From an optimization exercise on the open Yosys and OpenROAD flow, aimed at small area; shortcuts taken in it are not production practice. In this exercise RTL edits were held to simulation tests only and were not proved equivalent to the original. Power is estimated from default activity; no workload was simulated.

$ cat config.mk
export PLATFORM = sky130hd
export DESIGN_NAME = Scheduler
export DESIGN_NICKNAME = Scheduler
export VERILOG_FILES = /design/flow/design.v
export SDC_FILE = /design/flow/constraint.sdc
export NUM_CORES = 4
export LEC_CHECK = 0
export CAP_MARGIN = 20
export CORE_MARGIN = 2
export CORE_UTILIZATION = 40
export PLACE_DENSITY = 0.6
export SLEW_MARGIN = 20
$ cat constraint.sdc
create_clock -name core_clock -period 12.0 [get_ports {clock}]
set_input_delay 2.4000 -clock core_clock [delete_from_list [all_inputs] [get_ports {clock}]]
set_output_delay 2.4000 -clock core_clock [all_outputs]
set_load 0.01 [all_outputs]
$ cat design.v
module Compare #(parameter CW = 16) (Count1, Count2, Index1, Index2, Max);
input [CW-1:0]Count1, Count2;
input [2:0]Index1,Index2;
output logic [2:0] Max;
always_comb begin
	if(Count2>Count1)
		Max = Index2;
	else 
		Max = Index1;
end
endmodule
module CalcMax#(parameter BuffLength = 8, parameter CW = 16)(Counters, MaxValue);
input [BuffLength - 1:0][CW-1:0] Counters;
output logic [2:0]MaxValue;
wire [5:0][2:0]max;
Compare #(.CW(CW)) c0(Counters[0],Counters[1],3'd0,3'd1,max[0]);
Compare #(.CW(CW)) c1(Counters[2],Counters[3],3'd2,3'd3,max[1]);
Compare #(.CW(CW)) c2(Counters[4],Counters[5],3'd4,3'd5,max[2]);
Compare #(.CW(CW)) c3(Counters[6],Counters[7],3'd6,3'd7,max[3]);
Compare #(.CW(CW)) c4(Counters[max[0]],Counters[max[1]],max[0],max[1],max[4]);
Compare #(.CW(CW)) c5(Counters[max[2]],Counters[max[3]],max[2],max[3],max[5]);
Compare #(.CW(CW)) c6(Counters[max[4]],Counters[max[5]],max[4],max[5],MaxValue);
endmodule
module Scheduler
#(
	parameter TRP = 16,
	parameter TRCD = 16,
	parameter TCL = 16,
	parameter TCCD_L = 6,
	parameter TCCD_S = 4,
	parameter CWIDTH = 10,
	parameter RWIDTH = 15,
	parameter BWIDTH = 2,
	parameter BGWIDTH = 2,
	parameter TWIDTH = 3,
	parameter DATAWIDTH = 64,
	parameter ADDRESSWIDTH = 32,
	parameter AWIDTH = 18,
	parameter DWIDTH = 64,
	parameter BANKGROUP = 4,
	parameter BANKS = 4,
	parameter B_BITS = $clog2(BANKS),	
	parameter BG_BITS = $clog2(BANKGROUP),	
	parameter SHIFTBITS = $clog2(TCL),
	parameter BuffLength = 8,
	parameter BuffBits = $clog2(BuffLength),
	parameter Threshold = 16'h1000
)
(
	input logic [DATAWIDTH-1:0] DataIn,
	input logic [ADDRESSWIDTH-1:0] AddrIn,
	input logic rw_in,reset,clock,
	input logic done,valid,buff,
	input logic [BuffBits-1:0] tagfsm,
	output logic [DATAWIDTH-1:0] DataOut,
	output logic [ADDRESSWIDTH-1:0] AddrOut,
	output logic rw_out, full,refresh,ap,
	output logic start,
	output logic [BuffBits -1:0]tagread, tag,
	output logic PageMiss, PageEmpty,
	output logic [1:0] PageHit
);
logic [BuffLength-1:0]                 Queue_rw;
logic [BuffLength-1:0][DATAWIDTH-1:0]  Queue_data;
logic [BuffLength-1:0][RWIDTH-1:0]     Queue_row;
logic [BuffLength-1:0][CWIDTH-1:0]     Queue_column;
logic [BuffLength-1:0][BWIDTH-1:0]     Queue_bank;
logic [BuffLength-1:0][BGWIDTH-1:0]    Queue_bankgrp;
logic [BuffLength-1:0]                 Queue_rstcount;
logic [RWIDTH-1:0]  CurrentTx_row;
logic [BWIDTH-1:0]  CurrentTx_bank;
logic [BGWIDTH-1:0] CurrentTx_bankgrp;
assign refresh = 1'b0;
assign ap = 1'b0;
wire checkthresh;
wire empty;
wire issue;
logic NextPageHitL, NextPageHitS;
logic [BuffBits-1:0] PageHitIndL,PageHitIndS;
logic [BuffLength-1:0][15:0] Counters;
logic [BuffLength-1:0][16:0] EligibleCount;
logic [BuffBits-1:0] Readptr,Writeptr;
logic [BuffBits-1:0] NextTr;
logic [BuffLength-1:0] Freelist;
logic [BuffLength-1:0] ThresholdCrossed;
logic [BuffLength-1:0] ScheduledList;
logic [BuffLength-1:0] Eligible;
logic [BuffBits-1:0] MaxValue;
logic [1:0] PageHitT;
logic PageMissT;
logic PageEmptyT;
logic [BuffLength-1:0] OpenPageShort, OpenPageLong;
logic [BANKGROUP*BANKS-1:0]             OpenRowValid;
logic [BANKGROUP*BANKS-1:0][RWIDTH-1:0] OpenRowAddress;
assign full = &Freelist;  
assign empty = ~(|Eligible);
assign tag = valid ? Writeptr : '0;
always_comb begin
	Writeptr = '0;
	for (int i = BuffLength-1; i >= 0; i--)
		if (!Freelist[i])
			Writeptr = i[BuffBits-1:0];
end
always_ff@(posedge clock) begin
	if(valid) begin
		Queue_rw[Writeptr] <= rw_in;
		Queue_row[Writeptr] <= AddrIn[31:17];
		Queue_column[Writeptr] <= {AddrIn[14:8],AddrIn[5:3]};
		Queue_bank[Writeptr] <= AddrIn[16:15];
		Queue_bankgrp[Writeptr] <= AddrIn[7:6];
		Queue_data[Writeptr] <= DataIn;
		Queue_rstcount[Writeptr] <= 1'b1;
	end
	else begin
		Queue_rstcount <= '0;
	end
end
always_ff@(posedge clock) begin
	for (int i = 0; i < BuffLength; i++) begin
		if(Queue_rstcount[i] || ~Freelist[i] || ScheduledList[i])
			Counters[i] <= '0;
		else	 
			Counters[i] <= Counters[i] + 1'b1;
	end
end
always_ff@(posedge clock) begin
	if(reset)
		Freelist <= '0;
	else begin
	if(valid)
		Freelist[Writeptr] <= 1'b1;
	if(start && !rw_out)
		Freelist[tagread] <= 1'b0;
	if(buff)
		Freelist[tagfsm] <= 1'b0;
	end
end
always_ff@(posedge clock) begin
	if(reset)
		ScheduledList <= '0;
	else begin
		if(start && rw_out)
			ScheduledList[tagread] <= 1'b1;
		if(buff)
			ScheduledList[tagfsm] <= 1'b0;
	end
end
assign Eligible = Freelist & ~ScheduledList;
always_comb begin
	for (int i = 0; i < BuffLength; i++)
		EligibleCount[i] = Eligible[i] ? {1'b1, Counters[i]} : 17'd0;
end
CalcMax #(.BuffLength(BuffLength), .CW(17)) CM (EligibleCount, MaxValue);
always_comb begin
	for (int i = 0; i<BuffLength; i++) begin
		if(Eligible[i] && Counters[i] > Threshold)
			ThresholdCrossed[i] = 1'b1;
		else
			ThresholdCrossed[i] = 1'b0;
	end
end
assign checkthresh = |ThresholdCrossed;
always_comb begin
	for (int i = 0; i < BuffLength; i++) begin
		OpenPageLong[i] = Queue_row[i] == OpenRowAddress[{Queue_bankgrp[i], Queue_bank[i]}]
				&& OpenRowValid[{Queue_bankgrp[i], Queue_bank[i]}] && Eligible[i];
		OpenPageShort[i] = OpenPageLong[i] && CurrentTx_bankgrp != Queue_bankgrp[i];
	end
end
always_comb begin
	NextPageHitS = 1'b0;
	PageHitIndS = '0;
	for (int i = BuffLength-1; i >= 0; i--)
		if (OpenPageShort[i]) begin
			NextPageHitS = 1'b1;
			PageHitIndS = i[BuffBits-1:0];
		end
end
always_comb begin
	NextPageHitL = 1'b0;
	PageHitIndL = '0;
	for (int i = BuffLength-1; i >= 0; i--)
		if (OpenPageLong[i]) begin
			NextPageHitL = 1'b1;
			PageHitIndL = i[BuffBits-1:0];
		end
end
always_comb begin
	if(checkthresh) begin
		NextTr = MaxValue;
		if(OpenPageShort[MaxValue])
			{PageHitT,PageMissT,PageEmptyT} = 4'b1000;
		else if(OpenPageLong[MaxValue])
			{PageHitT,PageMissT,PageEmptyT} = 4'b1100;
		else if(OpenRowValid[{Queue_bankgrp[MaxValue],Queue_bank[MaxValue]}])
			{PageHitT,PageMissT,PageEmptyT} = 4'b0010;
		else
			{PageHitT,PageMissT,PageEmptyT} = 4'b0001;
	end
	else if(NextPageHitS) begin
		NextTr = PageHitIndS;
		{PageHitT,PageMissT,PageEmptyT} = 4'b1000;
	end
	else if(NextPageHitL) begin
		NextTr = PageHitIndL;
		{PageHitT,PageMissT,PageEmptyT} = 4'b1100;
	end
	else begin
		NextTr = MaxValue;
		if(OpenRowValid[{Queue_bankgrp[MaxValue],Queue_bank[MaxValue]}])
			{PageHitT,PageMissT,PageEmptyT} = 4'b0010;
		else
			{PageHitT,PageMissT,PageEmptyT} = 4'b0001;
	end
end
assign issue = done && !start && !empty;
always_ff@(posedge clock) begin
	if(reset)
		start <= 1'b0;
	else
		start <= issue;
end
always_ff@(posedge clock) begin
	if(issue) begin
		CurrentTx_row <= Queue_row[NextTr];
		CurrentTx_bank <= Queue_bank[NextTr];
		CurrentTx_bankgrp <= Queue_bankgrp[NextTr];
		{PageHit,PageMiss,PageEmpty} <= {PageHitT,PageMissT,PageEmptyT};
		Readptr <= NextTr;
		tagread <= NextTr;
	end
end
always_ff@(posedge clock) begin
	if(issue) begin
		rw_out <= Queue_rw[NextTr];
	 	AddrOut[31:17] <= Queue_row[NextTr];
		AddrOut[14:8] <= Queue_column[NextTr][CWIDTH-1:3];
		AddrOut[16:15] <= Queue_bank[NextTr];
		AddrOut[7:6] <= Queue_bankgrp[NextTr];
		AddrOut[5:0] <= 6'b0;
		DataOut <= Queue_data[NextTr];
	end
end
always_ff@(posedge clock) begin
	if(reset)
		OpenRowValid <= '0;
	else if(start)
		OpenRowValid[{CurrentTx_bankgrp,CurrentTx_bank}] <= 1'b1;
end
always_ff@(posedge clock) begin
	OpenRowAddress[{CurrentTx_bankgrp,CurrentTx_bank}] <= CurrentTx_row;
end
endmodule
$ cat run.sh
#!/bin/bash
# synth_recipe.tcl (not shown) runs the flow's synth.tcl, then flattens the netlist and writes it again
# the make line also repeats each setting of config.mk as NAME=value (left out here)
make -C /OpenROAD-flow-scripts/flow DESIGN_CONFIG=/design/flow/config.mk WORK_HOME=/design/flow/orfs CLKGATE_MAP_FILE= SYNTH_SCRIPT=/design/flow/synth_recipe.tcl finish
==> results.ini <==
[outcome]
outcome = timing/DRC/antenna clean

[power]
comb_power_share_pct = 42.3
power_density_mw_per_mm2 = 215
p_sw_share_pct = 38.5
seq_power_share_pct = 34.5
p_sw_mw = 7.43
leakage_component_of_the_power_nw = 34.0
power.ir.vdd_worst_mv = 0.200
p_int_mw = 11.9
p_clk_share_pct = 23.2

[global_routing]
grt_max_degree = 175
grt_pass1_vias = 59671
grt_first_pass_wirelength_um = 438000
antenna_found_initial = 41
overflow_left_after_global_routing = 0
grt_usage_pct = 29.3

[timing]
layout_worst_path_cycle_share_pct = 91.6
clock_skew_ps = 61.5
final-setup-viol-count = 0
slew_headroom_pct = 13.6
report.final.hold_viol_count = 0
slew_at_the_pin_with_the_worst_max_slew_slack_ps = 1280
final.setup.tns_ps = 0
finalCriticalPeriod_ps = 10990
rsz0062_at_grt = no
slew_viol_final = 0
fmaxAchievable_mhz = 91.0

[place]
globalplace.congestion = 1.05
hpwlAfterDp_um = 199000
place_inst = 9300
port-buffer-count = 204

[yosys]
synth-adder-area-share_pct = 2.50
synthesis.area_mm2 = 0.0800
synthesis.yosys.warnings = 2
synth_simple_gate_area_share_pct = 8.81
synthCells = 6778
synth_top_family_by_area = multiplexers
async_reset_ff_share_pct = 0
synth_xor_xnor_area_share_pct = 2.75
synth_enable_flop_cells = 826
synth_compound_area_share_pct = 12.0
ys_ff_latch = 1235
yosys_most_used_dff = edfxtp_1
synth_mux_area_share_pct = 29.0
synth_seq_area_share_pct = 41.2
synth.distinct_cells = 96
synth_area_per_cell_um2 = 11.8

[clock_network]
tritoncts.num_buffers = 148
h_tree_levels = 4
cts.reportedPaths.clkPinSlew_ps = 60
post_cts_resize_count = 0
clockBufferDepth = 3
cts_root_buf = clkbuf_16
cts_tree = done
clkSinkCount = 1235
post_cts_buffers = 0
clk_latency_ps = 850
post_cts_hold_buffer_count = 0

[worst_setup_path]
path_delay_family = compound AO/OA/AOI/OAI gates
r2r_setup_slack_ps = 1010
critical_path.slowest_cell = a31oi_4
worstPathRequired_ps = 12560
timing.critical_path.slowest_cell_delay_ps = 920
worstSetupEndpointType = flip-flop
timing.critical_path.arrival_ps = 11550
crit_fanout = 85
setup.worst_path.class = flip-flop to flip-flop
critical_path_startpoint_category = flip-flop
path_buf_inv = 5
cell_mode_on_critical_path = buf_4

[cells_and_area]
layoutNonFillerInstCount = 9584
final-seq-area_mm2 = 0.0330
layout_commonest_cell = edfxtp_1
areaGrowthSynthToFinish_pct = 12.0
multi_input_comb_area_mm2 = 0.0443
fin_nets = 7060
drive_above_1_share_pct = 18.5
mostFrequentLayoutCells = 826 x edfxtp_1, 790 x mux2i_1, 677 x nand2_1, 554 x a22o_1, 476 x mux4_2
finish.utilization_pct = 44.9
fillers = 18146

[detailed_routing]
detail_route.drc_violations = 0
drt-initial-drc-count = 8772
avgViaCountPerCell = 6.55
drtPass1Iterations = 7
route.detailed.wl_per_inst_um = 31.9
dr_total_vias = 62745
detail_route_antenna_nets = 0
wirelength_um = 306000

[floorplanning]
core_mm2 = 0.199
chip_width_um = 451
die_area_mm2 = 0.204
rows = 164
initial_utilization_pct = 40.1
dieHeight_um = 451
io_pins = 216

[worst_hold_path]
timing.hold.worst.class = flip-flop to flip-flop

[run]
drv_cap = 0

## layer usage
metal | wire (µm) | part of all wire, % | vias to the layer above | track usage, %
met2 | 132000 | 43 | 3883 | 43.2
met4 | 18600 | 6.1 | 28 | 14.8
li1 | - | - | 26414 | -
met1 | 119000 | 39 | 31571 | 38.9
met5 | 263 | 0.086 | - | 0.284
met3 | 36500 | 12 | 849 | 8.81
## kinds of logic (layout without fill, tap and decap cells)
logic type	after synthesis	after routing
flip-flops	1235	1235
AND/OR/NAND/NOR	1542	1542
multiplexers	1669	1669
buffers and inverters	651	783
XOR/XNOR	251	251
adder cells (fa/ha/maj)	160	160
other	1	19
AO/OA/AOI/OAI	1269	1269
## sequential cells by signal (all words and copies together), names as in the netlist, 2 cells and up
register	cells
OpenRowAddress	240
tagread	3
Queue_rstcount	8
PageHit	2
Queue_row	120
Queue_column	56
DataOut	64
Freelist	8
AddrOut	9
Queue_data	512
ScheduledList	8
Counters	128
OpenRowValid	16
Queue_bankgrp	16
Queue_bank	16
Queue_rw	8
CurrentTx_row	15
## layout make-up
class	count	area share (%)
Tap cell	2656	3.71
Timing Repair Buffer	384	4.06
Multi-Input combinational cell	4899	49.5
Clock inverter	65	0.750
Antenna cell	11	0.0307
Inverter	127	0.532
Sequential cell	1235	36.8
Clock buffer	207	4.62
## power by group through the flow
stage	logic, mW	clock network [mW]	registers [mW]
2_1_floorplan	5.70	0	6.22
3_3_place_gp	7.87	0	6.62
3_5_place_dp	7.93	0	6.67
4_1_cts	7.97	4.53	6.59
5_1_grt	8.46	4.69	6.76
6_report	8.16	4.47	6.66
## cells in the mapped netlist (16+ instances only)
cell	n	area share [%]
or3_1	44	0.34
and2_1	48	0.38
o211ai_1	27	0.25
nand4_1	55	0.43
a22o_1	554	6.1
and3_1	42	0.33
o21a_1	16	0.15
xnor2_1	122	1.3
o22ai_1	25	0.20
nor4_1	27	0.21
ha_1	160	2.5
inv_1	123	0.58
mux4_2	476	13
nor3_1	60	0.38
mux2_1	64	0.90
nor2_1	316	1.5
edfxtp_1	826	31
a21o_1	66	0.62
a31oi_1	44	0.34
nand2b_1	33	0.26
o21ai_0	164	1.0
a22oi_1	66	0.62
a221oi_1	23	0.25
buf_1	35	0.16
clkbuf_1	322	1.5
a21oi_1	146	0.91
nor2b_1	54	0.42
xor2_1	129	1.4
a211oi_1	19	0.18
mux2i_1	791	9.9
dfxtp_1	409	10
buf_2	64	0.40
nand3_1	125	0.78
buf_4	90	0.84
nand2_1	682	3.2
mux2_2	328	4.6
## per-stage QoR
step	instance area, µm²	hold slack, ps	worst slack [ps]	total power [mW]
final	89600	455	1010	19.3
after CTS	89500	458	1220	19.1
after detailed placement	84700	446	1300	14.6
after global placement	84700	439	1290	14.5
after floorplan	80000	432	2900	11.9
after global routing	89500	480	326	19.9
## worst paths after layout
kind | to | from | depth (start not counted)
worst max-delay path | DataOut[57] | Freelist[0] | 34
worst min-delay path | Queue_rstcount[2] | Queue_rstcount[2] | 1
worst max register to register | DataOut[57] | Freelist[0] | 34
worst min register to register | Queue_rstcount[2] | Queue_rstcount[2] | 1

static timing again, ports no longer ideal:
Ports are ideal in the flow. The routed layout listed here was re-timed in OpenROAD.
Step 1, drivers: a clkbuf_16 drives clock and a buf_2 each remaining input, both assumed.
Step 2 adds t to the input delays and takes it off the output delays; t is the mean of the earliest and latest rising clock arrival at the registers after step 1. Input paths then give back, and output paths get back, about the clock's delay inside the block.
Slacks: no drivers / after step 1 / after step 2; pairs: no drivers / after step 1.
t (ns): 0.905
setup WS [ns]: 1.011 / 1.011 / 1.011
worst setup path at the end: register to register
After both steps setup and hold are still met in this run. The setup slack of this run moves by 0.000 ns with the drivers and by 0.000 ns with both steps.
